From an optimization exercise on the open Yosys and OpenROAD flow, aimed at small area and a short achievable clock period; shortcuts taken in it are not production practice.
RTL that was checked went through simulation tests only; none was proved equivalent to the original.
Function not checked in run 4: the RTL went through the layout flow alone.
No driver is modelled on the clock port, so clock power and skew are understated where the tree is cut down; a real chip needs a root buffer or a tree.
Power figures rest on the tool's default switching activity, not on a simulated workload.

--- design/flow/config.mk ---
export PLATFORM = sky130hd
export DESIGN_NAME = FLP_adder_7
export DESIGN_NICKNAME = FLP_adder_7
export VERILOG_FILES = /design/flow/design.v
export SDC_FILE = /design/flow/constraint.sdc
export NUM_CORES = 4
export LEC_CHECK = 0
export ABC_AREA = 1
export CAP_MARGIN = 20
export CORE_MARGIN = 2
export CORE_UTILIZATION = 40
export SETUP_SLACK_MARGIN = 3.27
export SLEW_MARGIN = 20
export TNS_END_PERCENT = 5
--- design/flow/constraint.sdc ---
create_clock -name core_clock -period 5.0 [get_ports {clk}]
set_input_delay 1.0000 -clock core_clock [delete_from_list [all_inputs] [get_ports {clk}]]
set_output_delay 1.0000 -clock core_clock [all_outputs]
set_load 0.01 [all_outputs]
--- design/flow/design.v ---
module pfx_add #(parameter W = 25, parameter L = 5) (
    input  [W-1:0] a,
    input  [W-1:0] b,
    input          cin,
    output [W-1:0] s,
    output         cout
);
    wire [W:0] g [0:L];
    wire [W:0] p [0:L];
    assign g[0] = {a & b, cin};
    assign p[0] = {a ^ b, 1'b0};
    genvar l, i;
    generate
        for (l = 0; l < L; l = l + 1) begin : lvl
            for (i = 0; i <= W; i = i + 1) begin : bt
                if ((i >> l) & 1) begin : comb
                    localparam integer J = ((i >> l) << l) - 1;
                    assign g[l+1][i] = g[l][i] | (p[l][i] & g[l][J]);
                    assign p[l+1][i] = p[l][i] & p[l][J];
                end else begin : pass
                    assign g[l+1][i] = g[l][i];
                    assign p[l+1][i] = p[l][i];
                end
            end
        end
    endgenerate
    assign s    = p[0][W:1] ^ g[L][W-1:0];
    assign cout = g[L][W];
endmodule
module pfx_carry #(parameter W = 25, parameter L = 5) (
    input  [W-1:0] g,
    input  [W-1:0] p,
    output [W-1:0] c
);
    wire [W-1:0] gg [0:L];
    wire [W-1:0] pp [0:L];
    assign gg[0] = g;
    assign pp[0] = p;
    genvar l, i;
    generate
        for (l = 0; l < L; l = l + 1) begin : lvl
            for (i = 0; i < W; i = i + 1) begin : bt
                if ((i >> l) & 1) begin : comb
                    localparam integer J = ((i >> l) << l) - 1;
                    assign gg[l+1][i] = gg[l][i] | (pp[l][i] & gg[l][J]);
                    assign pp[l+1][i] = pp[l][i] & pp[l][J];
                end else begin : pass
                    assign gg[l+1][i] = gg[l][i];
                    assign pp[l+1][i] = pp[l][i];
                end
            end
        end
    endgenerate
    assign c = {gg[L][W-2:0], 1'b0};
endmodule
module FLP_adder(
    input  [31:0] A,
    input  [31:0] B,
    output [31:0] sum
);
    wire        gt   = A[30:23] > B[30:23];
    wire [7:0]  d    = gt ? A[30:23] - B[30:23] : B[30:23] - A[30:23];
    wire [23:0] big  = gt ? {1'b1, A[22:0]} : {1'b1, B[22:0]};
    wire [23:0] sml  = gt ? {1'b1, B[22:0]} : {1'b1, A[22:0]};
    wire        sbig = gt ? A[31] : B[31];
    wire        sub  = A[31] ^ B[31];
    wire [7:0]  ec   = gt ? A[30:23] : B[30:23];
    wire [23:0] shd  = (d > 8'd23) ? 24'd0 : (sml >> d[4:0]);
    wire [24:0] X    = {1'b0, big} + ({1'b0, shd} ^ {25{sub}}) + {24'd0, sub};
    wire        nz   = |X[23:0];
    wire        sgn  = sbig ? (sub ? (~X[24] & nz) : ~(X[24] & nz)) : X[24];
    wire [23:0] C    = X[24] ? (24'd0 - X[23:0]) : X[23:0];
    wire [22:0] M    = C[23] ? C[22:0] : {C[21:0], 1'b0};
    wire [7:0]  e    = C[23] ? ec : ec - 8'd1;
    assign sum = {sgn, e, M};
endmodule
module FLP_adder_7(
    input  [31:0] A,
    input  [31:0] B,
    input         rst,
    input         clk,
    output [31:0] sum
);
    reg [31:0] a1, b1;
    reg        ge1, lt1;    
    always @(posedge clk) begin
        a1  <= A;
        b1  <= B;
        ge1 <= A[30:23] >= B[30:23];
        lt1 <= A[30:23] <  B[30:23];
    end
    wire [7:0] ebig = ge1 ? a1[30:23] : b1[30:23];
    wire [7:0] dab  = a1[30:23] - b1[30:23];
    wire [7:0] dba  = b1[30:23] - a1[30:23];
    wire [7:0] d    = ge1 ? dab : dba;
    wire [23:0] sml = lt1 ? {1'b1, a1[22:0]} : {1'b1, b1[22:0]};
    reg [22:0] big2;
    reg [23:0] sml2;
    reg [7:1]  d2;
    reg        sbig2, sub2;
    reg [7:0]  ec2;
    always @(posedge clk) begin
        big2  <= ge1 ? a1[22:0] : b1[22:0];
        sml2  <= sml >> d[0];
        d2    <= d[7:1];
        sbig2 <= ge1 ? a1[31] : b1[31];
        sub2  <= a1[31] ^ b1[31];
        ec2   <= ebig;
    end
    wire        z2  = (|d2[7:5]) | (d2[4] & d2[3]);
    wire [23:0] shd = z2 ? 24'd0 : (sml2 >> {d2[4:1], 1'b0});
    reg  [23:0] ax3, shd3;
    reg         sbig3, sub3;
    reg  [7:0]  ec3;
    always @(posedge clk) begin
        ax3   <= {~sub2, big2 ^ {23{sub2}}};
        shd3  <= shd;
        sbig3 <= sbig2;
        sub3  <= sub2;
        ec3   <= ec2;
    end
    wire [23:0] g3 = ax3 & shd3;
    wire [23:0] p3 = ax3 ^ shd3;
    wire [24:0] c;
    pfx_carry #(25) add (.g({1'b0, g3}), .p({sub3, p3}), .c(c));
    wire [24:0] X = {c[24], (p3 ^ {24{sub3}}) ^ c[23:0]};
    reg [24:0] X4;
    reg        sbig4, sub4;
    reg [7:0]  ec4;
    always @(posedge clk) begin
        X4    <= X;
        sbig4 <= sbig3;
        sub4  <= sub3;
        ec4   <= ec3;
    end
    wire [23:0] lo;       
    assign lo[0] = 1'b0;
    genvar i;
    generate
        for (i = 1; i < 24; i = i + 1) begin : orl
            assign lo[i] = |X4[i-1:0];
        end
    endgenerate
    wire        nz  = lo[23] | X4[23];
    wire        sgn = sbig4 ? (sub4 ? (~X4[24] & nz) : ~(X4[24] & nz)) : X4[24];
    wire [23:0] C   = X4[23:0] ^ (lo & {24{X4[24]}});
    reg        sgn5;
    reg [23:0] C5;
    reg        lz5;       
    reg [7:0]  ec5;
    always @(posedge clk) begin
        sgn5 <= sgn;
        C5   <= C;
        lz5  <= ~C[23];
        ec5  <= ec4;
    end
    wire [22:0] M = C5[23] ? C5[22:0] : {C5[21:0], 1'b0};
    wire [7:0]  e = lz5 ? ec5 - 8'd1 : ec5;
    reg [31:0] r6;
    always @(posedge clk) begin
        r6 <= {sgn5, e, M};
    end
    assign sum = r6;
endmodule
--- design/flow/flow/run.sh ---
#!/bin/bash
# Standard ORFS layout with smaller input-port buffers and a two-level
# clock tree (root buffers, leaf buffers) without dummy loads. Each tool's output goes to its own log under
# orfs/logs; make's output goes to make.log.
set -euo pipefail
here=$(pwd)
bash standard.sh \
  POST_GLOBAL_PLACE_TCL="$here/flow/inbuf.tcl" \
  POST_CTS_TCL="$here/flow/clk_tree.tcl" \
  CTS_ARGS="-sink_clustering_enable -repair_clock_nets -dont_use_dummy_load -sink_clustering_size 24 -sink_clustering_max_diameter 100" \
  finish > make.log 2>&1
--- design/flow/flow/clk_tree.tcl ---
# After CTS: make the clock tree two buffers deep. The leaf clock buffers
# are driven straight from root buffers (the intermediate level is removed),
# and the root is split into up to four copies, each driving the leaf
# buffers nearest to it. Every register still sees root buffer + leaf buffer.
set block [ord::get_db_block]
set root_net [$block findNet clknet_0_clk]
set nroots 4
if { $root_net != "NULL" } {
  # 1. remove the intermediate level
  set mids {}
  foreach it [$root_net getITerms] {
    if { [$it isInputSignal] } {
      set inst [$it getInst]
      if { [string match "sky130_fd_sc_hd__clkbuf*" [[$inst getMaster] getName]] } {
        lappend mids $inst
      }
    }
  }
  foreach inst $mids {
    set onet [[$inst findITerm X] getNet]
    set leaves {}
    set ok 1
    foreach it [$onet getITerms] {
      if { [$it isInputSignal] } {
        lappend leaves $it
        if { ![string match "sky130_fd_sc_hd__clkbuf*" [[[$it getInst] getMaster] getName]] } { set ok 0 }
      }
    }
    if { !$ok } { continue }
    foreach it $leaves {
      $it disconnect
      $it connect $root_net
    }
    puts "clk_tree: removed [$inst getName], [llength $leaves] leaf buffers now on clknet_0_clk"
    [$inst findITerm A] disconnect
    [$inst findITerm X] disconnect
    odb::dbInst_destroy $inst
    odb::dbNet_destroy $onet
  }

  # 2. split the root buffer: group the leaf buffers by angle around their
  # centre, one root buffer per group
  set root_it [lindex [$root_net getITerms] 0]
  set root {}
  set leaves {}
  foreach it [$root_net getITerms] {
    if { [$it isOutputSignal] } { set root [$it getInst] } else { lappend leaves $it }
  }
  set clk_net [[$root findITerm A] getNet]
  set n [llength $leaves]
  set cx 0; set cy 0
  foreach it $leaves {
    set b [[$it getInst] getBBox]
    set cx [expr {$cx + ([$b xMin] + [$b xMax]) / 2.0}]
    set cy [expr {$cy + ([$b yMin] + [$b yMax]) / 2.0}]
  }
  set cx [expr {$cx / $n}]; set cy [expr {$cy / $n}]
  set keyed {}
  foreach it $leaves {
    set b [[$it getInst] getBBox]
    set x [expr {([$b xMin] + [$b xMax]) / 2.0 - $cx}]
    set y [expr {([$b yMin] + [$b yMax]) / 2.0 - $cy}]
    lappend keyed [list [expr {atan2($y, $x)}] $it $x $y]
  }
  set keyed [lsort -real -index 0 $keyed]
  set k [expr {min($nroots, $n)}]
  set master [[$root getMaster] getName]
  set lib_master [$root getMaster]
  for {set g 0} {$g < $k} {incr g} {
    set lo [expr {($g * $n) / $k}]
    set hi [expr {(($g + 1) * $n) / $k - 1}]
    set grp [lrange $keyed $lo $hi]
    set gx 0; set gy 0
    foreach e $grp { set gx [expr {$gx + [lindex $e 2]}]; set gy [expr {$gy + [lindex $e 3]}] }
    set gx [expr {int($cx + $gx / [llength $grp] / 2.0)}]
    set gy [expr {int($cy + $gy / [llength $grp] / 2.0)}]
    if { $g == 0 } {
      set inst $root
      set net $root_net
    } else {
      set inst [odb::dbInst_create $block $lib_master "clkbuf_root_${g}_clk"]
      set net [odb::dbNet_create $block "clknet_root_${g}_clk"]
      $net setSigType CLOCK
      [$inst findITerm A] connect $clk_net
      [$inst findITerm X] connect $net
      foreach e $grp {
        set it [lindex $e 1]
        $it disconnect
        $it connect $net
      }
    }
    $inst setLocation $gx $gy
    $inst setPlacementStatus PLACED
    puts "clk_tree: [$inst getName] drives [llength $grp] leaf buffers"
  }
}

# 3. use buf_12 for the root and leaf buffers: lower insertion delay than
# clkbuf_16 at these loads, with flip-flop clock slew well inside the limit
foreach inst [$block getInsts] {
  set name [$inst getName]
  if { [string match "clkbuf_*_clk" $name] } {
    replace_cell [get_cells $name] sky130_fd_sc_hd__buf_12
  }
}

# legalise the moved and added buffers
detailed_placement
check_placement -verbose
estimate_parasitics -placement
--- design/flow/flow/inbuf.tcl ---
# After global placement: drive each input port through the smallest
# buffer, and each output port through a buf_2.
foreach inst [get_cells input*] {
  replace_cell $inst sky130_fd_sc_hd__buf_1
}
foreach inst [get_cells output*] {
  replace_cell $inst sky130_fd_sc_hd__buf_2
}
--- design/flow/standard.sh ---
#!/bin/bash
# synth_recipe.tcl (not shown) runs the flow's synth.tcl, then flattens the netlist and writes it again
# the make line also repeats each setting of config.mk as NAME=value (left out here)
make -C /OpenROAD-flow-scripts/flow DESIGN_CONFIG=/design/flow/config.mk WORK_HOME=/design/flow/orfs CLKGATE_MAP_FILE= SYNTH_SCRIPT=/design/flow/synth_recipe.tcl "${@:-finish}"
==> results of run 1 <==
-- worst reg2reg max path: cells and delay by family, from the launching register on --
kind,cells,cell delay (ns)
AO/OA/AOI/OAI,1,0.07
XOR/XNOR,1,0.15
buffers and inverters,1,0.31
flip-flops,1,0.81
AND/OR/NAND/NOR,1,0.23
-- area by class of cell, clock buffers not listed --
type | instances | area [sq um] | area share [%]
Tap cell | 341 | 426.7 | 3.534
Multi-Input combinational cell | 763 | 4507 | 37.33
Sequential cell | 289 | 5794 | 47.99
Inverter | 147 | 574.3 | 4.756
Timing Repair inverter | 1 | 7.507 | 0.06218
Timing Repair Buffer | 99 | 424.2 | 3.513
Buffer | 3 | 60.06 | 0.4974
-- cell families (layout without fill, tap and decap cells) --
family | count (synthesis) | in the layout
adders and majority gates | 49 | 49
and+or+nand+nor | 405 | 405
muxes | 7 | 7
xor gates and xnor gates | 100 | 100
buffers and inverters | 191 | 264
DFF | 289 | 289
AOI/OAI and AO/OA | 202 | 202
-- per-stage QoR --
stage | hold slack (ns) | area, sq um
2_1_floorplan | 0.3096 | 11060
6_report | 0.3278 | 12070
5_1_grt | 0.3372 | 12070
3_5_place_dp | 0.3121 | 11700
3_3_place_gp | 0.3099 | 12260
-- flip-flops by register name (all words and copies together) (netlist names), 7 cells and up --
name  count
a1       32
b1       32
r6       32
X4       25
C5       24
ax3      24
shd3     24
sml2     24
big2     23
ec2       8
ec3       8
ec4       8
ec5       8
d2        7
-- layer usage --
layer	global-route usage, %	up-vias	part of all wire (%)
met5	0	-	0
met4	3.902	0	2.0
met3	2.169	25	4.0
met2	20.66	133	43
met1	18.16	3127	51
li1	-	4041	-
-- path summary, 6_finish.rpt --
path,start,end,slack [ns],cells after the start
worst max-delay path,B[24],ge1,3.22,9
worst min-delay path,sbig3,sbig4,0.33,0
worst max register to register,X4[24],C5[9],3.31,4
worst min register to register,sbig3,sbig4,0.33,0
-- power breakdown --
part | internal, W | switching [W] | leakage (nW) | total [W]
registers | 0.00284 | 0.000291 | 2.43 | 0.00313
clock network | 0.000539 | 0.000651 | 0.160 | 0.00119
logic | 0.000565 | 0.000825 | 3.07 | 0.00139
-- cells in the final DEF, fill, tap and decap left out, drive strengths merged, types with 7 or more instances in the layout --
cell and n:
a21oi 58, nand3 46, xor2 69, nor2 53, buf 115, nand2 288, mux2i 7, ha 47
inv 145, xnor2 31, dfxtp 289, nor3 9, o21ai 124
==> results.yml, run 1 <==
run_status:
  status: "complete, no violations"
timing:
  worst_pin_slew_ns: 0.7497
  rsz0062_at_grt: "yes"
  drv_slew: 0
  hold_viol_final: 0
  fin_ws_ns: 3.225
  slew_headroom_pct: 49.95
  tns_ns: 0
  fin_worst_skew_ns: 0.07281
  fmax_mhz: 563.3
  timing.final.crit_share_pct: 35.50
  period_minus_slack_ns: 1.775
  setup_viol: 0
die:
  fp.dieArea_sq_um: 28810
  core-area_sq_um: 26950
  dieWidth_um: 169.7
  die_h_um: 169.7
  row_count: 60
  ioPinCount: 98
  start_util_pct: 40.77
cts:
  path_clk_slew_ns: 0.09
  clkSinkCount: 289
  worstSkewPairLatency_ns: 0.27
synth:
  synth_adder_area_share_pct: 5.716
  syn_area_per_cell_sq_um: 8.840
  synth_xor_area_share_pct: 7.971
  synth_top_family_by_area: "simple AND/OR/NAND/NOR gates"
  synth_edf_count: 0
  ys.flop_type: "dfxtp_1"
  synth_most_common_cell: "dfxtp_1"
  seq_area_frac_synth_pct: 52.65
  synth_top_cell_by_area: "dfxtp_1"
  syn-instance-count: 1243
  netlist_top_cells_area: "dfxtp_1 53%, nand2_1 9.2%, xor2_1 5.5%"
  netlist_area_sq_um: 10990
  synth_nets: 1358
  synthSimpleGateAreaFrac_pct: 16.16
  synth_compound_area_share_pct: 9.895
  synth_common_cells: "289 x dfxtp_1, 269 x nand2_1, 139 x inv_1, 94 x o21ai_0, 69 x xor2_1"
  ys_types: 45
  yosysWarnings: 2
  synth_mux_area_share_pct: 0.6377
  synth_seq_cells: 289
  synthArstFlopShare_pct: 0
  post-synth-top-area-fraction_pct: 52.65
setup_path:
  crit_required_ns: 5.15
  critPathBufInv: 3
  crit_chain: "clkbuf_2 > inv_12 > ha_4 > a21oi_2 > o21ai_1 > nand2_1 > o211ai_1 > inv_1 > o21ai_1"
  critical_path.top_delay_family: "compound AO/OA/AOI/OAI gates"
  arrival_ns: 1.92
  cpMostUsedCell: "o21ai_1"
  path_class: "in -> reg"
  startpoint_type: "input port"
  max_stage_delay_ns: 0.24
  cp_slowest_cell: "ha_4"
  worst_setup_path_end_kind: "flop"
  cp_max_fo: 2
finish:
  drive_gt1_share_pct: 9.043
  fillers: 2632
  finalNonFillerCells: 1657
  num-nets-final: 1433
  antenna_cells: 0
  area_growth_pct: 9.884
  fin_util_pct: 44.80
pwr:
  p_leak_nw: 5.655
  power_w: 0.005713
  power.density_nw_per_um2: 473.1
  ir_worst_vdd_v: 0.0002116
global_routing:
  track_usage_pct: 12.99
  antenna_found_initial: 0
  grt_max_degree: 51
  grt_pass1_wl_mm: 31.03
  grt_pass1_vias: 6723
  gr-total-overflow: 0
detailed_routing:
  drc: 0
  drtPass1Iterations: 5
  wl_mm: 18.24
  drtIter0Drc: 413
  viasPerCell: 4.421
  route.antenna.remaining_nets: 0
  vias: 7326
  wire_per_inst_um: 11.01
placement:
  dp_hpwl_mm: 14.03
  port_buffers: 96
  placed_cells: 1639
  place_ws_ns: 2.778
worst_hold_path:
  hold_path.class: "reg -> reg"
job:
  maxCapViolCount: 0
==> run 2: changes to the inputs <==
--- a/design/flow/config.mk
+++ b/design/flow/config.mk
@@ -10,5 +10,5 @@
 export CORE_MARGIN = 2
 export CORE_UTILIZATION = 40
-export SETUP_SLACK_MARGIN = 3.27
+export SETUP_SLACK_MARGIN = 3.31
 export SLEW_MARGIN = 20
 export TNS_END_PERCENT = 5
==> results.yml, run 2 <==
run_status:
  status: "complete, no violations"
pwr:
  power_w: 0.005719
  p_sw_share_pct: 30.95
  ir_worst_vdd_v: 0.0002117
  p_seq_share_pct: 54.8
  combPwrFrac_pct: 24.4
  p_leak_nw: 5.676
  p_switching_w: 0.001770
  internal_power_w: 0.003949
  p_clk_share_pct: 20.8
  power.density_nw_per_um2: 472.1
timing:
  drv_slew: 0
  hold_viol_final: 0
  timing.final.crit_share_pct: 34.04
  period_minus_slack_ns: 1.702
  fin_worst_skew_ns: 0.07281
  tns_ns: 0
  slew_headroom_pct: 51.00
  worst_pin_slew_ns: 0.7339
  fmax_mhz: 587.6
  setup_viol: 0
  rsz0062_at_grt: "yes"
detailed_routing:
  drtPass1Iterations: 6
  wire_per_inst_um: 11.02
  drc: 0
  vias: 7329
  drtIter0Drc: 440
  route.antenna.remaining_nets: 0
  wl_mm: 18.26
  viasPerCell: 4.423
synth:
  synth_top_cell_by_area: "dfxtp_1"
  synthArstFlopShare_pct: 0
  seq_area_frac_synth_pct: 52.65
  synth_seq_cells: 289
  synth_nets: 1358
  ys.flop_type: "dfxtp_1"
  netlist_area_sq_um: 10990
  post-synth-top-area-fraction_pct: 52.65
  yosysWarnings: 2
  syn_area_per_cell_sq_um: 8.840
  syn-instance-count: 1243
  synth_common_cells: "289 x dfxtp_1, 269 x nand2_1, 139 x inv_1, 94 x o21ai_0, 69 x xor2_1"
  synth_edf_count: 0
  netlist_top_cells_area: "dfxtp_1 53%, nand2_1 9.2%, xor2_1 5.5%"
  ys_types: 45
  synth_most_common_cell: "dfxtp_1"
cts:
  path_clk_slew_ns: 0.09
  worstSkewPairLatency_ns: 0.27
  clkSinkCount: 289
die:
  row_count: 60
  dieWidth_um: 169.7
  fp.dieArea_sq_um: 28810
  die_h_um: 169.7
  core-area_sq_um: 26950
  start_util_pct: 40.77
  ioPinCount: 98
placement:
  port_buffers: 96
  dp_hpwl_mm: 14.03
setup_path:
  r2r_cells: 4
  crit_required_ns: 5.15
  r2r_slack_ns: 3.33
  worst_setup_path_end_kind: "flop"
  path_class: "in -> reg"
  cp_max_fo: 2
  reg2reg_from: "X4[24]"
  startpoint_type: "input port"
  arrival_ns: 1.85
  r2r_end: "C5[9]"
global_routing:
  grt_pass1_vias: 6723
  grt_max_degree: 51
  antenna_found_initial: 0
  gr-total-overflow: 0
  grt_pass1_wl_mm: 31.03
  track_usage_pct: 12.99
finish:
  num-nets-final: 1433
  fillers: 2625
  drive_gt1_share_pct: 9.726
  area_growth_pct: 10.25
  antenna_cells: 0
  reg_top3: "a1 x32, b1 x32, r6 x32"
  fin_util_pct: 44.95
  final_common_cell: "dfxtp_1"
  mostFrequentLayoutCells: "284 x dfxtp_1, 268 x nand2_1, 133 x inv_1, 92 x o21ai_0, 69 x xor2_1"
worst_hold_path:
  min_from: "sbig3"
  whs_path_depth: 0
  hold_path.class: "reg -> reg"
  min_to: "sbig4"
job:
  maxCapViolCount: 0
==> run 2: logic make-up (layout without fill, tap and decap cells) <==
| kind of cell | Yosys count | after routing | synth area share (%) |
|---|---|---|---|
| and+or+nand+nor | 405 | 405 | 16.16 |
| DFF | 289 | 289 | 52.65 |
| muxes | 7 | 7 | 0.6377 |
| xor gates and xnor gates | 100 | 100 | 7.971 |
| buffers and inverters | 191 | 264 | 6.969 |
| adders and majority gates | 49 | 49 | 5.716 |
| AOI/OAI and AO/OA | 202 | 202 | 9.895 |
==> run 2: routing by layer <==
metal	vias up	track usage (%)	share of wire [%]	routed length, um
met5	-	0	0	0
met4	0	3.902	2.0	368
met3	25	2.169	3.8	687
met2	126	20.66	43	7854
met1	3138	18.16	51	9347
li1	4040	-	-	-
==> run 2: stage by stage <==
| step | instances | hold slack (ns) | worst slack [ns] | area, sq um |
|---|---|---|---|---|
| global route | 1657 | 0.3372 | 3.134 | 12110 |
| finish | 1657 | 0.3270 | 3.298 | 12110 |
| global placement | 1639 | 0.3099 | 2.479 | 12260 |
| detailed placement | 1639 | 0.3121 | 2.778 | 11700 |
| floorplan | 1243 | 0.3096 | 3.248 | 11060 |
==> run 2: critical path, stage by stage <==
cell      delay (ns)
buf_1           0.16
ha_4            0.23
a21oi_2         0.10
o21ai_1         0.07
nand2_1         0.07
o211ai_1        0.08
inv_1           0.08
o21ai_1         0.06
==> run 2: power groups by stage <==
stage | Sequential (W) | Combinational, W | Clock (W)
final | 0.00313 | 0.00140 | 0.00119
after global routing | 0.00319 | 0.00160 | 0.00133
after detailed placement | 0.00319 | 0.00140 | 0
after global placement | 0.00318 | 0.00151 | 0
after floorplan | 0.00313 | 0.00108 | 0
==> run 2: worst max-delay path by stage <==
stage	from	endpoint	slack, ns
after global routing	ax3[11]	X4[21]	3.13
after floorplan	B[24]	ge1	3.25
after global placement	B[24]	ge1	2.48
final	A[26]	ge1	3.30
after detailed placement	d2[1]	shd3[0]	2.78
==> run 2: cell type report, clock buffers not listed <==
type / count / area [sq um] / share of cell area, %
inverter: 147 / 574.3 / 4.741
timing repair buffer: 99 / 436.7 / 3.605
tap: 341 / 426.7 / 3.522
multi-input combinational: 763 / 4534 / 37.43
timing repair inverter: 1 / 7.507 / 0.06197
buffer: 3 / 60.06 / 0.4958
sequential: 289 / 5794 / 47.83
==> run 3: changes to the inputs <==
--- a/design/flow/flow/run.sh
+++ b/design/flow/flow/run.sh
@@ -1,5 +1,6 @@
 #!/bin/bash
 # Standard ORFS layout with smaller input-port buffers and a two-level
-# clock tree (root buffers, leaf buffers) without dummy loads. Each tool's output goes to its own log under
+# clock tree (root buffers, leaf buffers, see clk_tree.tcl) without dummy
+# loads. Each tool's output goes to its own log under
 # orfs/logs; make's output goes to make.log.
 set -euo pipefail
--- a/design/flow/flow/clk_tree.tcl
+++ b/design/flow/flow/clk_tree.tcl
@@ -3,4 +3,5 @@
 # and the root is split into up to four copies, each driving the leaf
 # buffers nearest to it. Every register still sees root buffer + leaf buffer.
+# Root and leaf buffers are then buf_12 cells.
 set block [ord::get_db_block]
 set root_net [$block findNet clknet_0_clk]
==> results.yml, run 3 <==
global_routing:
  grt_max_degree: 51
  grt_pass1_vias: 6723
  grt_pass1_wl_mm: 31.03
  gr-total-overflow: 0
  antenna_found_initial: 0
  track_usage_pct: 12.99
synth:
  post-synth-top-area-fraction_pct: 52.65
  netlist_area_sq_um: 10990
  synth_most_common_cell: "dfxtp_1"
  netlist_top_cells_area: "dfxtp_1 53%, nand2_1 9.2%, xor2_1 5.5%"
  synth_seq_cells: 289
  synth_edf_count: 0
  synth_common_cells: "289 x dfxtp_1, 269 x nand2_1, 139 x inv_1, 94 x o21ai_0, 69 x xor2_1"
  yosysWarnings: 2
  synth_top_cell_by_area: "dfxtp_1"
  synth_nets: 1358
  ys.flop_type: "dfxtp_1"
  syn_area_per_cell_sq_um: 8.840
  seq_area_frac_synth_pct: 52.65
  ys_types: 45
  syn-instance-count: 1243
  synthArstFlopShare_pct: 0
detailed_routing:
  vias: 7329
  drtIter0Drc: 440
  drc: 0
  viasPerCell: 4.423
  drtPass1Iterations: 6
  wire_per_inst_um: 11.02
  route.antenna.remaining_nets: 0
  wl_mm: 18.26
timing:
  fin_worst_skew_ns: 0.07281
  hold_viol_final: 0
  drv_slew: 0
  tns_ns: 0
  setup_viol: 0
  fmax_mhz: 587.6
  timing.final.crit_share_pct: 34.04
  rsz0062_at_grt: "yes"
  slew_headroom_pct: 51.00
  worst_pin_slew_ns: 0.7339
  period_minus_slack_ns: 1.702
finish:
  fin_util_pct: 44.95
  reg_top3: "a1 x32, b1 x32, r6 x32"
  antenna_cells: 0
  num-nets-final: 1433
  area_growth_pct: 10.25
  mostFrequentLayoutCells: "284 x dfxtp_1, 268 x nand2_1, 133 x inv_1, 92 x o21ai_0, 69 x xor2_1"
  drive_gt1_share_pct: 9.726
  final_common_cell: "dfxtp_1"
die:
  row_count: 60
  core-area_sq_um: 26950
  die_h_um: 169.7
  dieWidth_um: 169.7
  fp.dieArea_sq_um: 28810
  start_util_pct: 40.77
  ioPinCount: 98
cts:
  path_clk_slew_ns: 0.09
  worstSkewPairLatency_ns: 0.27
  clkSinkCount: 289
setup_path:
  arrival_ns: 1.85
  startpoint_type: "input port"
  crit_required_ns: 5.15
  r2r_end: "C5[9]"
  worst_setup_path_end_kind: "flop"
  cp_max_fo: 2
  reg2reg_from: "X4[24]"
  r2r_slack_ns: 3.33
  path_class: "in -> reg"
  r2r_cells: 4
  setup.worst_path.start: "A[26]"
job:
  maxCapViolCount: 0
run_status:
  status: "complete, no violations"
worst_hold_path:
  min_to: "sbig4"
  hold_path.class: "reg -> reg"
  min_from: "sbig3"
  whs_path_depth: 0
pwr:
  p_leak_nw: 5.676
  power_w: 0.005719
  power.density_nw_per_um2: 472.1
  ir_worst_vdd_v: 0.0002117
placement:
  dp_hpwl_mm: 14.03
  port_buffers: 96
run 3: cell counts in the layout (fill, tap and decap cells not counted):
Identical to the previous run, type by type.
run 3: layout make-up, clock buffers not listed:
cell class	count	area, sq um
fill	2625	14840
inverter	147	574.3
multi-input combinational	763	4534
sequential	289	5794
buffer	3	60.06
tap	341	426.7
timing repair buffer	99	436.7
timing repair inverter	1	7.507
run 3: through the flow:
stage,worst slack (ns),hold WS (ns),area [sq um],std cells
after floorplan,3.248,0.3096,11060,1243
after global placement,2.479,0.3099,12260,1639
final,3.298,0.3270,12110,1657
after detailed placement,2.778,0.3121,11700,1639
after global routing,3.134,0.3372,12110,1657
run 3: cell families after synthesis:
group | count (synthesis) | synth area share [%]
mux | 7 | 0.6377
compound gates | 202 | 9.895
fa+ha+maj | 49 | 5.716
xor+xnor | 100 | 7.971
simple gates | 405 | 16.16
buf+inv | 191 | 6.969
flops | 289 | 52.65
run 3: critical path, stage by stage:
cell	delay [ns]
buf_1	0.16
ha_4	0.23
a21oi_2	0.10
o21ai_1	0.07
nand2_1	0.07
o211ai_1	0.08
inv_1	0.08
o21ai_1	0.06
run 3: how the worst max path moves through the flow:
stage / to / cells past startpoint
6_report: ge1 / 8
5_1_grt: X4[21] / 9
3_5_place_dp: shd3[0] / 7
3_3_place_gp: ge1 / 9
2_1_floorplan: ge1 / 8
run 3: where the power goes:
part / internal, W / leakage (nW) / switching (W)
clock: 0.000539 / 0.160 / 0.000651
sequential: 0.00284 / 2.43 / 0.000291
combinational: 0.000568 / 3.09 / 0.000827
run 3: layer usage:
metal,routed length (um),track usage [%],vias to the layer above
li1,-,-,4040
met1,9347,18.16,3138
met2,7854,20.66,126
met3,687,2.169,25
met4,368,3.902,0
met5,0,0,-
==> run 4: changes to the inputs <==
--- a/design/flow/design.v
+++ b/design/flow/design.v
@@ -110,9 +110,10 @@
     wire        z2  = (|d2[7:5]) | (d2[4] & d2[3]);
     wire [23:0] shd = z2 ? 24'd0 : (sml2 >> {d2[4:1], 1'b0});
-    reg  [23:0] ax3, shd3;
+    reg  [22:0] ax3;
+    reg  [23:0] shd3;
     reg         sbig3, sub3;
     reg  [7:0]  ec3;
     always @(posedge clk) begin
-        ax3   <= {~sub2, big2 ^ {23{sub2}}};
+        ax3   <= big2 ^ {23{sub2}};
         shd3  <= shd;
         sbig3 <= sbig2;
@@ -120,6 +121,7 @@
         ec3   <= ec2;
     end
-    wire [23:0] g3 = ax3 & shd3;
-    wire [23:0] p3 = ax3 ^ shd3;
+    wire [23:0] a3 = {~sub3, ax3};    
+    wire [23:0] g3 = a3 & shd3;
+    wire [23:0] p3 = a3 ^ shd3;
     wire [24:0] c;
     pfx_carry #(25) add (.g({1'b0, g3}), .p({sub3, p3}), .c(c));
==> results.yml, run 4 <==
run_status:
  status: "complete, no violations"
synth:
  seq_area_frac_synth_pct: 53.08
  synth_nets: 1360
  netlist_top_cells_area: "dfxtp_1 53%, nand2_1 9.8%, xor2_1 5.6%"
  post-synth-top-area-fraction_pct: 53.08
  yosysWarnings: 2
  synthArstFlopShare_pct: 0
  synth_top_cell_by_area: "dfxtp_1"
  syn-instance-count: 1245
  synth_common_cells: "288 x dfxtp_1, 283 x nand2_1, 141 x inv_1, 109 x o21ai_0, 70 x xor2_1"
  synth_edf_count: 0
  synth_seq_cells: 288
  ys.flop_type: "dfxtp_1"
  ys_types: 40
  netlist_area_sq_um: 10860
  syn_area_per_cell_sq_um: 8.725
  synth_most_common_cell: "dfxtp_1"
die:
  row_count: 60
  dieWidth_um: 168.8
  core-area_sq_um: 26800
  die_h_um: 168.8
  start_util_pct: 40.53
  ioPinCount: 98
  fp.dieArea_sq_um: 28490
detailed_routing:
  wl_mm: 19.25
  drc: 0
  vias: 7380
  wire_per_inst_um: 11.55
  drtIter0Drc: 314
  drtPass1Iterations: 4
  viasPerCell: 4.430
  route.antenna.remaining_nets: 0
worst_hold_path:
  min_to: "ec5[0]"
  min_from: "ec4[0]"
  whs_path_depth: 0
  hold_path.class: "reg -> reg"
finish:
  num-nets-final: 1442
  reg_top3: "a1 x32, b1 x32, r6 x32"
  fillers: 2651
  final_common_cell: "nand2_1"
  fin_util_pct: 46.33
  mostFrequentLayoutCells: "276 x nand2_1, 272 x dfxtp_1, 134 x inv_1, 105 x o21ai_0, 70 x xor2_1"
  register_area_sq_um: 5791
  multiInputGateArea_sq_um: 4683
  finalNonFillerCells: 1666
  drive_gt1_share_pct: 12.08
  antenna_cells: 0
  area_growth_pct: 14.29
  stdcell_area_sq_um: 12420
setup_path:
  r2r_slack_ns: 3.34
  path_class: "in -> reg"
  cp_max_fo: 2
  r2r_end: "d2[5]"
  crit_required_ns: 5.11
  arrival_ns: 1.84
  startpoint_type: "input port"
  reg2reg_from: "a1[25]"
  r2r_cells: 7
  worst_setup_path_end_kind: "flop"
timing:
  slew_headroom_pct: 59.11
  setup_viol: 0
  hold_viol_final: 0
  tns_ns: 0
  timing.final.crit_share_pct: 34.59
  drv_slew: 0
  rsz0062_at_grt: "yes"
  fmax_mhz: 578.3
  period_minus_slack_ns: 1.729
  fin_worst_skew_ns: 0.06037
  worst_pin_slew_ns: 0.6133
placement:
  dp_hpwl_mm: 14.63
  placed_cells: 1639
  placed_area_sq_um: 11570
  port_buffers: 96
cts:
  path_clk_slew_ns: 0.09
  clkSinkCount: 288
  worstSkewPairLatency_ns: 0.28
global_routing:
  grt_pass1_wl_mm: 31.57
  antenna_found_initial: 0
  gr-total-overflow: 0
  grt_max_degree: 51
  track_usage_pct: 13.52
  grt_pass1_vias: 6687
job:
  maxCapViolCount: 0
pwr:
  power.density_nw_per_um2: 468.0
  power_w: 0.005810
  ir_worst_vdd_v: 0.0002412
  p_leak_nw: 5.746
run 4: cells by family after synthesis:
logic type | after synthesis | synth area share [%]
muxes | 5 | 0.4607
and+or+nand+nor | 402 | 15.50
DFF | 288 | 53.08
xor gates and xnor gates | 100 | 8.063
AOI/OAI and AO/OA | 207 | 9.963
adders and majority gates | 49 | 5.782
buffers and inverters | 194 | 7.153
run 4: how the worst max path moves through the flow:
stage,cells past startpoint,slack (ns),from,endpoint
6_report,6,3.27,A[30],ge1
5_1_grt,5,3.18,d2[3],shd3[7]
3_5_place_dp,9,2.82,B[24],ge1
3_3_place_gp,9,2.47,B[24],ge1
2_1_floorplan,8,3.25,B[24],ge1
run 4: metrics by stage:
step / setup WS (ns) / hold slack [ns]
after floorplan: 3.248 / 0.3096
after global placement: 2.475 / 0.3106
after detailed placement: 2.823 / 0.3121
after global routing: 3.183 / 0.3261
final: 3.271 / 0.3207
run 4: layer usage:
metal	part of all wire [%]	GRT usage, %	wire [um]
met1	50	18.62	9544
met4	1.8	4.235	342
met3	4.3	2.174	833
met2	44	21.81	8529
met5	0	0	0
run 4: where the power goes:
| group | leakage [nW] | switching [W] | internal, W | total [W] |
|---|---|---|---|---|
| combinational | 3.16 | 0.000838 | 0.000635 | 0.00147 |
| clock | 0.160 | 0.000658 | 0.000539 | 0.00120 |
| sequential | 2.42 | 0.000300 | 0.00284 | 0.00314 |
| total | 5.75 | 0.00180 | 0.00401 | 0.00581 |
run 4: cell type report, clock buffers not listed:
class                           instances  area share, %
Timing Repair Buffer                  109          4.787
Buffer                                  3         0.4837
Tap cell                              341          3.436
Multi-Input combinational cell        763          37.72
Sequential cell                       288          46.64
Inverter                              147          4.616
Timing Repair inverter                  1        0.06047
run 4: worst max-delay path, stage by stage:
cell and delay, ns:
buf_1 0.15, ha_4 0.24, a21oi_1 0.18, o211ai_1 0.12, inv_1 0.09, o21ai_1 0.06
==> run 5: changes to the inputs <==
--- a/design/flow/design.v
+++ b/design/flow/design.v
@@ -83,10 +83,9 @@
 );
     reg [31:0] a1, b1;
-    reg        ge1, lt1;    
+    reg        ge1;
     always @(posedge clk) begin
         a1  <= A;
         b1  <= B;
         ge1 <= A[30:23] >= B[30:23];
-        lt1 <= A[30:23] <  B[30:23];
     end
     wire [7:0] ebig = ge1 ? a1[30:23] : b1[30:23];
@@ -94,5 +93,5 @@
     wire [7:0] dba  = b1[30:23] - a1[30:23];
     wire [7:0] d    = ge1 ? dab : dba;
-    wire [23:0] sml = lt1 ? {1'b1, a1[22:0]} : {1'b1, b1[22:0]};
+    wire [23:0] sml = ge1 ? {1'b1, b1[22:0]} : {1'b1, a1[22:0]};
     reg [22:0] big2;
     reg [23:0] sml2;
@@ -110,10 +109,9 @@
     wire        z2  = (|d2[7:5]) | (d2[4] & d2[3]);
     wire [23:0] shd = z2 ? 24'd0 : (sml2 >> {d2[4:1], 1'b0});
-    reg  [22:0] ax3;
-    reg  [23:0] shd3;
+    reg  [23:0] ax3, shd3;
     reg         sbig3, sub3;
     reg  [7:0]  ec3;
     always @(posedge clk) begin
-        ax3   <= big2 ^ {23{sub2}};
+        ax3   <= {~sub2, big2 ^ {23{sub2}}};
         shd3  <= shd;
         sbig3 <= sbig2;
@@ -121,7 +119,6 @@
         ec3   <= ec2;
     end
-    wire [23:0] a3 = {~sub3, ax3};    
-    wire [23:0] g3 = a3 & shd3;
-    wire [23:0] p3 = a3 ^ shd3;
+    wire [23:0] g3 = ax3 & shd3;
+    wire [23:0] p3 = ax3 ^ shd3;
     wire [24:0] c;
     pfx_carry #(25) add (.g({1'b0, g3}), .p({sub3, p3}), .c(c));
@@ -149,14 +146,12 @@
     reg        sgn5;
     reg [23:0] C5;
-    reg        lz5;       
     reg [7:0]  ec5;
     always @(posedge clk) begin
         sgn5 <= sgn;
         C5   <= C;
-        lz5  <= ~C[23];
         ec5  <= ec4;
     end
     wire [22:0] M = C5[23] ? C5[22:0] : {C5[21:0], 1'b0};
-    wire [7:0]  e = lz5 ? ec5 - 8'd1 : ec5;
+    wire [7:0]  e = C5[23] ? ec5 : ec5 - 8'd1;
     reg [31:0] r6;
     always @(posedge clk) begin
==> results.yml, run 5 <==
finish:
  area_growth_pct: 9.482
  final_common_cell: "dfxtp_1"
  drive_gt1_share_pct: 9.408
  mostFrequentLayoutCells: "280 x dfxtp_1, 273 x nand2_1, 133 x inv_1, 107 x o21ai_0, 69 x xor2_1"
  finalNonFillerCells: 1659
  num-nets-final: 1435
  antenna_cells: 0
  reg_top3: "a1 x32, b1 x32, r6 x32"
synth:
  synth_edf_count: 0
  syn-instance-count: 1244
  synthArstFlopShare_pct: 0
  synth_most_common_cell: "dfxtp_1"
  ys.flop_type: "dfxtp_1"
  post-synth-top-area-fraction_pct: 52.40
  synth_common_cells: "287 x dfxtp_1, 273 x nand2_1, 138 x inv_1, 108 x o21ai_0, 69 x xor2_1"
  netlist_area_sq_um: 10970
  syn_area_per_cell_sq_um: 8.815
  synth_seq_cells: 287
  seq_area_frac_synth_pct: 52.40
  ys_types: 43
  synth_nets: 1359
  synth_top_cell_by_area: "dfxtp_1"
  yosysWarnings: 2
  netlist_top_cells_area: "dfxtp_1 52%, nand2_1 9.3%, xor2_1 5.5%"
global_routing:
  grt_pass1_vias: 6661
  use_met2_pct: 20.89
  antenna_found_initial: 0
  grt-busiest-layer: "met2"
  grt_max_degree: 92
  grt_pass1_wl_mm: 31.73
  gr-total-overflow: 0
  grt_use_met3_pct: 3.172
  grtUsageMet1_pct: 19.00
  track_usage_pct: 13.64
die:
  dieWidth_um: 169.6
  ioPinCount: 98
  core-area_sq_um: 26950
  fp.dieArea_sq_um: 28750
  die_h_um: 169.6
  row_count: 60
  start_util_pct: 40.69
setup_path:
  reg2reg_from: "a1[25]"
  startpoint_type: "flop"
  critical_path_cell_count: 1
  path_class: "reg -> out"
  worst_setup_path_end_kind: "primary output"
  critPathCapture: "sum[25]"
  critical_path.top_delay_family: "flip-flops"
  setup.worst_path.start: "r6[25]"
  cp_max_fo: 1
  arrival_ns: 0.70
  crit_chain: "buf_2"
  r2r_end: "d2[5]"
  critPathBufInv: 1
  cp_slowest_cell: "dfxtp_2"
  r2r_cells: 7
  crit_required_ns: 4.00
  max_stage_delay_ns: 0.32
  r2r_slack_ns: 3.30
pwr:
  power.density_nw_per_um2: 473.4
  p_leak_nw: 5.558
  ir_worst_vdd_v: 0.0002435
timing:
  fmax_mhz: 589.1
  period_minus_slack_ns: 1.698
  tns_ns: 0
  drv_slew: 0
  timing.final.crit_share_pct: 33.95
  hold_viol_final: 0
  slew_headroom_pct: 67.36
  rsz0062_at_grt: "yes"
  setup_viol: 0
  fin_worst_skew_ns: 0.01254
  worst_pin_slew_ns: 0.4844
detailed_routing:
  wl_mm: 19.02
  drtPass1Iterations: 6
  drc: 0
  route.antenna.remaining_nets: 0
  drtIter0Drc: 394
  vias: 7256
  viasPerCell: 4.374
  wire_per_inst_um: 11.47
job:
  maxCapViolCount: 0
cts:
  path_clk_slew_ns: 0.09
  worstSkewPairLatency_ns: 0.26
  clkSinkCount: 287
placement:
  dp_hpwl_mm: 14.57
  placed_cells: 1640
  port_buffers: 96
run_status:
  status: "complete, no violations"
worst_hold_path:
  whs_path_depth: 0
  hold_path.class: "reg -> reg"
[run 5: layout make-up, clock buffers not listed]
cell class                 instances  area (sq um)
timing repair inverter             3         22.52
inverter                         145         548.0
multi-input combinational        766          4473
tap                              341         426.7
buffer                             3         60.06
timing repair buffer             101         455.4
fill                            2688         14950
sequential                       287          5759
[run 5: routing by layer]
layer  routed length, um  vias up
met3                 863       27
met5                   0        -
li1                    -     4031
met4                 428        0
met1                9758     3072
met2                7972      126
[run 5: kinds of logic after synthesis]
| kind of cell | count (synthesis) | synth area share [%] |
|---|---|---|
| muxes | 3 | 0.2739 |
| AOI/OAI and AO/OA | 205 | 10.18 |
| xor gates and xnor gates | 101 | 8.067 |
| adders and majority gates | 49 | 5.728 |
| buffers and inverters | 191 | 7.257 |
| and+or+nand+nor | 408 | 16.10 |
| DFF | 287 | 52.40 |
[run 5: how the worst min path moves through the flow]
| stage | slack (ns) | endpoint | start |
|---|---|---|---|
| after global routing | 0.34 | ec5[1] | ec4[1] |
| final | 0.33 | ec5[2] | ec4[2] |
| after floorplan | 0.31 | ec3[0] | ec2[0] |
| after global placement | 0.31 | ec4[5] | ec3[5] |
| after detailed placement | 0.31 | ec4[0] | ec3[0] |
[run 5: power by group]
part | internal [W] | switching [W] | total [W]
clock network | 0.000510 | 0.000656 | 0.00117
registers | 0.00282 | 0.000265 | 0.00309
logic | 0.000573 | 0.000858 | 0.00143
[run 5: stage by stage]
step	util [%]	total power, W	hold slack (ns)	worst slack (ns)	area, sq um
after floorplan	-	0.004190	0.3096	3.310	11010
after global placement	45.20	0.004690	0.3098	2.713	12180
after detailed placement	43.12	0.004571	0.3121	2.845	11620
after global routing	44.55	0.006102	0.3378	3.134	12010
final	44.55	0.005684	0.3324	3.302	12010
==> run 6: changes to the inputs <==
--- a/design/flow/design.v
+++ b/design/flow/design.v
@@ -83,9 +83,10 @@
 );
     reg [31:0] a1, b1;
-    reg        ge1;
+    reg        ge1, lt1;    
     always @(posedge clk) begin
         a1  <= A;
         b1  <= B;
         ge1 <= A[30:23] >= B[30:23];
+        lt1 <= A[30:23] <  B[30:23];
     end
     wire [7:0] ebig = ge1 ? a1[30:23] : b1[30:23];
@@ -93,5 +94,5 @@
     wire [7:0] dba  = b1[30:23] - a1[30:23];
     wire [7:0] d    = ge1 ? dab : dba;
-    wire [23:0] sml = ge1 ? {1'b1, b1[22:0]} : {1'b1, a1[22:0]};
+    wire [23:0] sml = lt1 ? {1'b1, a1[22:0]} : {1'b1, b1[22:0]};
     reg [22:0] big2;
     reg [23:0] sml2;
@@ -146,12 +147,14 @@
     reg        sgn5;
     reg [23:0] C5;
+    reg        lz5;       
     reg [7:0]  ec5;
     always @(posedge clk) begin
         sgn5 <= sgn;
         C5   <= C;
+        lz5  <= ~C[23];
         ec5  <= ec4;
     end
     wire [22:0] M = C5[23] ? C5[22:0] : {C5[21:0], 1'b0};
-    wire [7:0]  e = C5[23] ? ec5 : ec5 - 8'd1;
+    wire [7:0]  e = lz5 ? ec5 - 8'd1 : ec5;
     reg [31:0] r6;
     always @(posedge clk) begin
==> design/flow/flow/run.sh (replaced) <==
#!/bin/bash
# Standard ORFS layout with: ABC mapping from flow/abc.script (registers as
# in the standard synthesis), smaller input-port buffers, and a two-level
# clock tree (root buffers, leaf buffers) without dummy loads. Each tool's
# output goes to its own log under orfs/logs; make's output to make.log.
set -euo pipefail
here=$(pwd)
export FLOW_ABC_SCRIPT="$here/flow/abc.script"
bash standard.sh \
  SYNTH_SCRIPT="$here/flow/synth.tcl" \
  POST_GLOBAL_PLACE_TCL="$here/flow/inbuf.tcl" \
  POST_CTS_TCL="$here/flow/clk_tree.tcl" \
  CTS_ARGS="-sink_clustering_enable -repair_clock_nets -dont_use_dummy_load -sink_clustering_size 24 -sink_clustering_max_diameter 100" \
  finish > make.log 2>&1
==> design/flow/flow/abc.script (new file) <==
strash
dch
map -B 0.7
topo
stime -c
buffer -c
upsize -c
dnsize -c
--- a/design/flow/flow/clk_tree.tcl
+++ b/design/flow/flow/clk_tree.tcl
@@ -3,5 +3,4 @@
 # and the root is split into up to four copies, each driving the leaf
 # buffers nearest to it. Every register still sees root buffer + leaf buffer.
-# Root and leaf buffers are then buf_12 cells.
 set block [ord::get_db_block]
 set root_net [$block findNet clknet_0_clk]
@@ -97,13 +96,4 @@
 }
 
-# 3. use buf_12 for the root and leaf buffers: lower insertion delay than
-# clkbuf_16 at these loads, with flip-flop clock slew well inside the limit
-foreach inst [$block getInsts] {
-  set name [$inst getName]
-  if { [string match "clkbuf_*_clk" $name] } {
-    replace_cell [get_cells $name] sky130_fd_sc_hd__buf_12
-  }
-}
-
 # legalise the moved and added buffers
 detailed_placement
==> design/flow/flow/synth.tcl (new file) <==
# The standard synthesis (synth_recipe.tcl), with ABC's technology
# mapping run from flow/abc.script instead of ORFS's abc_area.script.
proc synth {args} { yosys synth -nofsm -noshare {*}$args }
proc abc {args} {
  set i [lsearch -exact $args -script]
  if { $i >= 0 } { lset args [expr {$i + 1}] $::env(FLOW_ABC_SCRIPT) }
  yosys abc {*}$args
}
source $::env(SCRIPTS_DIR)/synth.tcl
# left out here: clear keep_hierarchy, flatten, clean up, hide names made inside functions, write 1_2_yosys.v
--- a/design/flow/config.mk
+++ b/design/flow/config.mk
@@ -10,5 +10,5 @@
 export CORE_MARGIN = 2
 export CORE_UTILIZATION = 40
-export SETUP_SLACK_MARGIN = 3.31
+export SETUP_SLACK_MARGIN = 3.27
 export SLEW_MARGIN = 20
 export TNS_END_PERCENT = 5
==> results.yml, run 6 <==
run_status:
  status: "complete, no violations"
global_routing:
  grt_pass1_wl_mm: 30.64
  track_usage_pct: 13.13
  grt_max_degree: 50
  grt_pass1_vias: 6660
  antenna_found_initial: 0
  gr-total-overflow: 0
finish:
  reg_top3: "a1 x32, b1 x32, r6 x32"
  finalNonFillerCells: 1655
  num-nets-final: 1431
  drive_gt1_share_pct: 8.980
  area_growth_pct: 12.31
  antenna_cells: 0
  final_common_cell: "dfxtp_1"
  mostFrequentLayoutCells: "284 x dfxtp_1, 256 x nand2_1, 121 x inv_1, 96 x o21ai_0, 66 x xor2_1"
  fillers: 2650
detailed_routing:
  maxUsedRoutingLayer: "met4"
  viasPerCell: 4.450
  met2_length_mm: 8.293
  wire_per_inst_um: 11.43
  met1Wirelength_mm: 9.360
  met3_length_um: 890
  drtIter0Drc: 344
  wl_mm: 18.92
  route.antenna.remaining_nets: 0
  drc: 0
  vias: 7364
  drtPass1Iterations: 5
placement:
  placed_cells: 1630
  place_ws_ns: 2.844
  port_buffers: 96
  dp_hpwl_mm: 13.96
pwr:
  ir_worst_vdd_v: 0.0002348
  p_leak_nw: 5.568
  power.density_nw_per_um2: 473.5
die:
  dieWidth_um: 168.7
  fp.dieArea_sq_um: 28470
  die_h_um: 168.7
  ioPinCount: 98
  row_count: 60
  core-area_sq_um: 26800
  start_util_pct: 40.49
synth:
  synth_edf_count: 0
  synthArstFlopShare_pct: 0
  syn_area_per_cell_sq_um: 8.802
  post-synth-top-area-fraction_pct: 53.31
  synth_common_cells: "289 x dfxtp_1, 259 x nand2_1, 127 x inv_1, 100 x o21ai_0"
  seq_area_frac_synth_pct: 53.31
  syn-instance-count: 1233
  yosysWarnings: 2
  netlist_area_sq_um: 10850
  synth_top_cell_by_area: "dfxtp_1"
  ys_types: 44
  ys.flop_type: "dfxtp_1"
  synth_nets: 1348
  netlist_top_cells_area: "dfxtp_1 53%, nand2_1 9.0%, ha_1 5.4%"
  synth_most_common_cell: "dfxtp_1"
  synth_seq_cells: 289
timing:
  setup_viol: 0
  slew_headroom_pct: 54.43
  timing.final.crit_share_pct: 36.48
  worst_pin_slew_ns: 0.6825
  rsz0062_at_grt: "yes"
  hold_viol_final: 0
  fin_worst_skew_ns: 0.04655
  period_minus_slack_ns: 1.824
  fin_ws_ns: 3.176
  drv_slew: 0
  fmax_mhz: 548.3
  tns_ns: 0
setup_path:
  startpoint_type: "input port"
  crit_chain: "buf_1 > inv_12 > ha_4 > a21oi_2 > o21ai_1 > a21oi_1 > o21ai_1"
  path_class: "in -> reg"
  cp_max_fo: 2
  crit_required_ns: 5.16
  cpMostUsedCell: "o21ai_1"
  r2r_slack_ns: 3.21
  cp_slowest_cell: "buf_1"
  max_stage_delay_ns: 0.28
  arrival_ns: 1.99
  critical_path.top_delay_family: "compound AO/OA/AOI/OAI gates"
  worst_setup_path_end_kind: "flop"
  critPathBufInv: 2
job:
  maxCapViolCount: 0
cts:
  worstSkewPairLatency_ns: 0.32
  clkSinkCount: 289
  path_clk_slew_ns: 0.06
worst_hold_path:
  hold_path.class: "reg -> reg"
[run 6: logic make-up after synthesis]
| family | synth area share, % |
|---|---|
| flops | 53.31 |
| mux | 0.4612 |
| fa+ha+maj | 5.787 |
| compound gates | 10.60 |
| simple gates | 15.43 |
| buf+inv | 6.514 |
| xor+xnor | 7.909 |
[run 6: per-layer routing]
metal | track usage (%) | vias up
met5 | 0 | -
met4 | 4.085 | 0
met3 | 2.993 | 26
met2 | 20.79 | 153
met1 | 17.86 | 3143
li1 | - | 4042
[run 6: worst register-to-register path, stage by stage, from the launching register on]
cell and delay [ns]:
dfxtp_2 0.58, clkinvlp_4 0.40, o21ai_4 0.38, nor2_4 0.10, inv_2 0.14, nor3_1 0.06
[run 6: worst paths after layout]
kind | start | to | cells after the start
max | B[24] | ge1 | 7
min | sgn5 | r6[31] | 0
max reg2reg | d2[3] | shd3[16] | 5
min reg2reg | sgn5 | r6[31] | 0
[run 6: cell type report, clock buffers not listed]
cell class              instances  area [sq um]  area share (%)
flip-flops and latches        289          5792           47.52
multi-input cells             766          4526           37.13
inverters                     133         524.3           4.301
repair buffers                107         483.0           3.962
well taps                     341         426.7           3.500
plain buffers                   3         75.07          0.6159
repair inverters                2         12.51          0.1026
[run 6: metrics by stage]
step           util, %  hold slack, ns  total power (W)  area, sq um
2_1_floorplan        -          0.3096         0.004139        10930
5_1_grt          45.48          0.3363         0.006165        12190
6_report         45.48          0.3309         0.005772        12190
3_5_place_dp     43.24          0.3121         0.004513        11590
3_3_place_gp     45.33          0.3100         0.004621        12150
[run 6: power by group]
group | internal, W | leakage, nW | total (W) | switching (W)
sequential | 0.00283 | 2.43 | 0.00312 | 0.000288
clock | 0.000611 | 0.209 | 0.00127 | 0.000657
combinational | 0.000575 | 2.93 | 0.00138 | 0.000810
total | 0.00402 | 5.57 | 0.00577 | 0.00175
==> run 7: changes to the inputs <==
==> design/flow/flow/abc.script (replaced) <==
strash
dch
map -B 0.5
topo
stime -c
buffer -c
upsize -c
dnsize -c
==> results.yml, run 7 <==
run_status:
  status: "complete, no violations"
job:
  maxCapViolCount: 0
synth:
  synthArstFlopShare_pct: 0
  ys_types: 43
  netlist_area_sq_um: 10810
  synth_seq_cells: 289
  post-synth-top-area-fraction_pct: 53.50
  netlist_top_cells_area: "dfxtp_1 53%, nand2_1 9.6%, o21ai_0 5.7%"
  seq_area_frac_synth_pct: 53.50
  synth_nets: 1340
  synth_edf_count: 0
  synth_most_common_cell: "dfxtp_1"
  synth_top_cell_by_area: "dfxtp_1"
  yosysWarnings: 2
  syn_area_per_cell_sq_um: 8.828
  synth_common_cells: "289 x dfxtp_1, 276 x nand2_1, 128 x inv_1, 124 x o21ai_0, 65 x a21oi_1"
  ys.flop_type: "dfxtp_1"
  syn-instance-count: 1225
cts:
  worstSkewPairLatency_ns: 0.32
  clkSinkCount: 289
  path_clk_slew_ns: 0.08
pwr:
  power.density_nw_per_um2: 477.4
  p_switching_w: 0.001741
  p_clk_share_pct: 21.8
  p_seq_share_pct: 54.4
  combPwrFrac_pct: 23.7
  p_sw_share_pct: 30.24
  internal_power_w: 0.004015
  ir_worst_vdd_v: 0.0002366
  power_w: 0.005756
  p_leak_nw: 5.561
die:
  core-area_sq_um: 26730
  dieWidth_um: 168.4
  ioPinCount: 98
  row_count: 60
  fp.dieArea_sq_um: 28370
  die_h_um: 168.4
  start_util_pct: 40.46
timing:
  hold_viol_final: 0
  drv_slew: 0
  rsz0062_at_grt: "yes"
  worst_pin_slew_ns: 0.6099
  fin_worst_skew_ns: 0.03699
  timing.final.crit_share_pct: 36.28
  period_minus_slack_ns: 1.814
  setup_viol: 0
  fmax_mhz: 551.3
  slew_headroom_pct: 59.29
  holdWs_ns: 0.3312
  tns_ns: 0
setup_path:
  path_class: "in -> reg"
  critPathBufInv: 2
  cpMostUsedCell: "o21ai_1"
  worst_setup_path_end_kind: "flop"
  cp_max_fo: 2
  startpoint_type: "input port"
  r2r_cells: 7
  cp_slowest_cell: "buf_1"
  arrival_ns: 1.98
  crit_required_ns: 5.17
  crit_chain: "buf_1 > inv_12 > ha_4 > a21oi_2 > o21ai_1 > a21oi_1 > o21ai_1"
  critical_path.top_delay_family: "compound AO/OA/AOI/OAI gates"
  max_stage_delay_ns: 0.28
  critical_path_cell_count: 7
finish:
  area_growth_pct: 11.50
  drive_gt1_share_pct: 8.058
  num-nets-final: 1420
  fillers: 2635
  reg_top3: "a1 x32, b1 x32, r6 x32"
  final_common_cell: "dfxtp_1"
  mostFrequentLayoutCells: "282 x dfxtp_1, 276 x nand2_1, 120 x inv_1, 117 x o21ai_0, 64 x buf_1"
  antenna_cells: 0
placement:
  dp_hpwl_mm: 13.91
  port_buffers: 96
global_routing:
  track_usage_pct: 13.15
  gr-total-overflow: 0
  antenna_found_initial: 0
  grt_max_degree: 51
  grt_pass1_wl_mm: 30.95
  grt_pass1_vias: 6615
detailed_routing:
  drc: 0
  drtPass1Iterations: 6
  vias: 7289
  viasPerCell: 4.434
  wl_mm: 18.39
  route.antenna.remaining_nets: 0
  wire_per_inst_um: 11.19
  drtIter0Drc: 428
worst_hold_path:
  hold_path.class: "reg -> reg"
  whs_path_depth: 0
run 7: cell count changes in the layout (fill, tap and decap cells not counted), sizes merged, moves of 6 or more:
cell,delta
nand2,+18
nand3,-17
nand4,+6
nor2,-9
o21ai,-10
run 7: through the flow:
stage	cell area (sq um)	util (%)	std cells	setup WS, ns
after floorplan	10890	-	1225	3.260
after global placement	12110	45.32	1622	2.540
after detailed placement	11550	43.22	1622	2.612
after global routing	12060	45.12	1644	3.103
final	12060	45.12	1644	3.186
run 7: logic make-up after synthesis:
logic type	share of synthesized area [%]
adders and majority gates	5.808
buffers and inverters	6.398
muxes	0.8331
and+or+nand+nor	15.48
DFF	53.50
xor gates and xnor gates	7.370
AOI/OAI and AO/OA	10.61
run 7: final timing paths:
check                           startpoint  endpoint  slack (ns)
worst max register to register      b1[23]     d2[4]        3.23
worst max-delay path                 B[24]       ge1        3.19
worst min register to register      ec4[6]    ec5[6]        0.33
worst min-delay path                ec4[6]    ec5[6]        0.33
run 7: power by group through the flow:
stage / clock, W / combinational, W / sequential (W)
floorplan: 0 / 0.00103 / 0.00313
global placement: 0 / 0.00146 / 0.00319
detailed placement: 0 / 0.00135 / 0.00319
global route: 0.00139 / 0.00157 / 0.00321
finish: 0.00126 / 0.00137 / 0.00313
run 7: metal layers:
layer  GRT usage [%]  wire length [um]  up-vias
li1                -                 -     4031
met1           18.59              9504     3088
met2           20.76              7794      143
met3           2.304               790       27
met4           3.598               301        0
met5               0                 0        -
run 7: area by class of cell, clock buffers not listed:
class	instances	area, sq um	share of cell area (%)
Timing Repair inverter	2	15.01	0.1245
Timing Repair Buffer	103	452.9	3.756
Multi-Input combinational cell	760	4418	36.64
Sequential cell	289	5802	48.12
Buffer	3	75.07	0.6226
Inverter	132	518.0	4.296
Tap cell	341	426.7	3.538

## re-timing with driven ports
The flow's constraints put no driver on any port. The routed layouts listed below were extracted and timed again, unchanged, in two steps.
Step 1 assumes that a clkbuf_16 drives the clock port and a buf_2 every other input.
Step 2 adds t to the input delays and takes it off the output delays; t is the mean of the earliest and latest rising clock arrival at the registers after step 1. Input paths then give back, and output paths get back, about the clock's delay inside the block.
Slacks: ideal ports / drivers / drivers and shift; pairs: ideal ports / drivers.
| run | t, ns | setup slack, ns | worst setup path after step 2 |
|---|---|---|---|
| run 1 | 0.323 | 3.225 / 3.218 / 2.971 | input to register |
| run 2 | 0.323 | 3.298 / 3.218 / 3.040 | input to register |
| run 3 | 0.323 | 3.298 / 3.218 / 3.040 | input to register |
| run 4 | 0.341 | 3.271 / 3.226 / 2.989 | input to register |
| run 5 | 0.346 | 3.302 / 3.211 / 3.074 | input to register |
| run 6 | 0.380 | 3.176 / 3.184 / 2.853 | input to register |
| run 7 | 0.378 | 3.186 / 3.174 / 2.866 | input to register |
After both steps setup and hold are still met in every run listed. For run 6, which loses most, drivers alone change the setup slack by +0.008 ns; drivers and shift together by -0.323 ns.
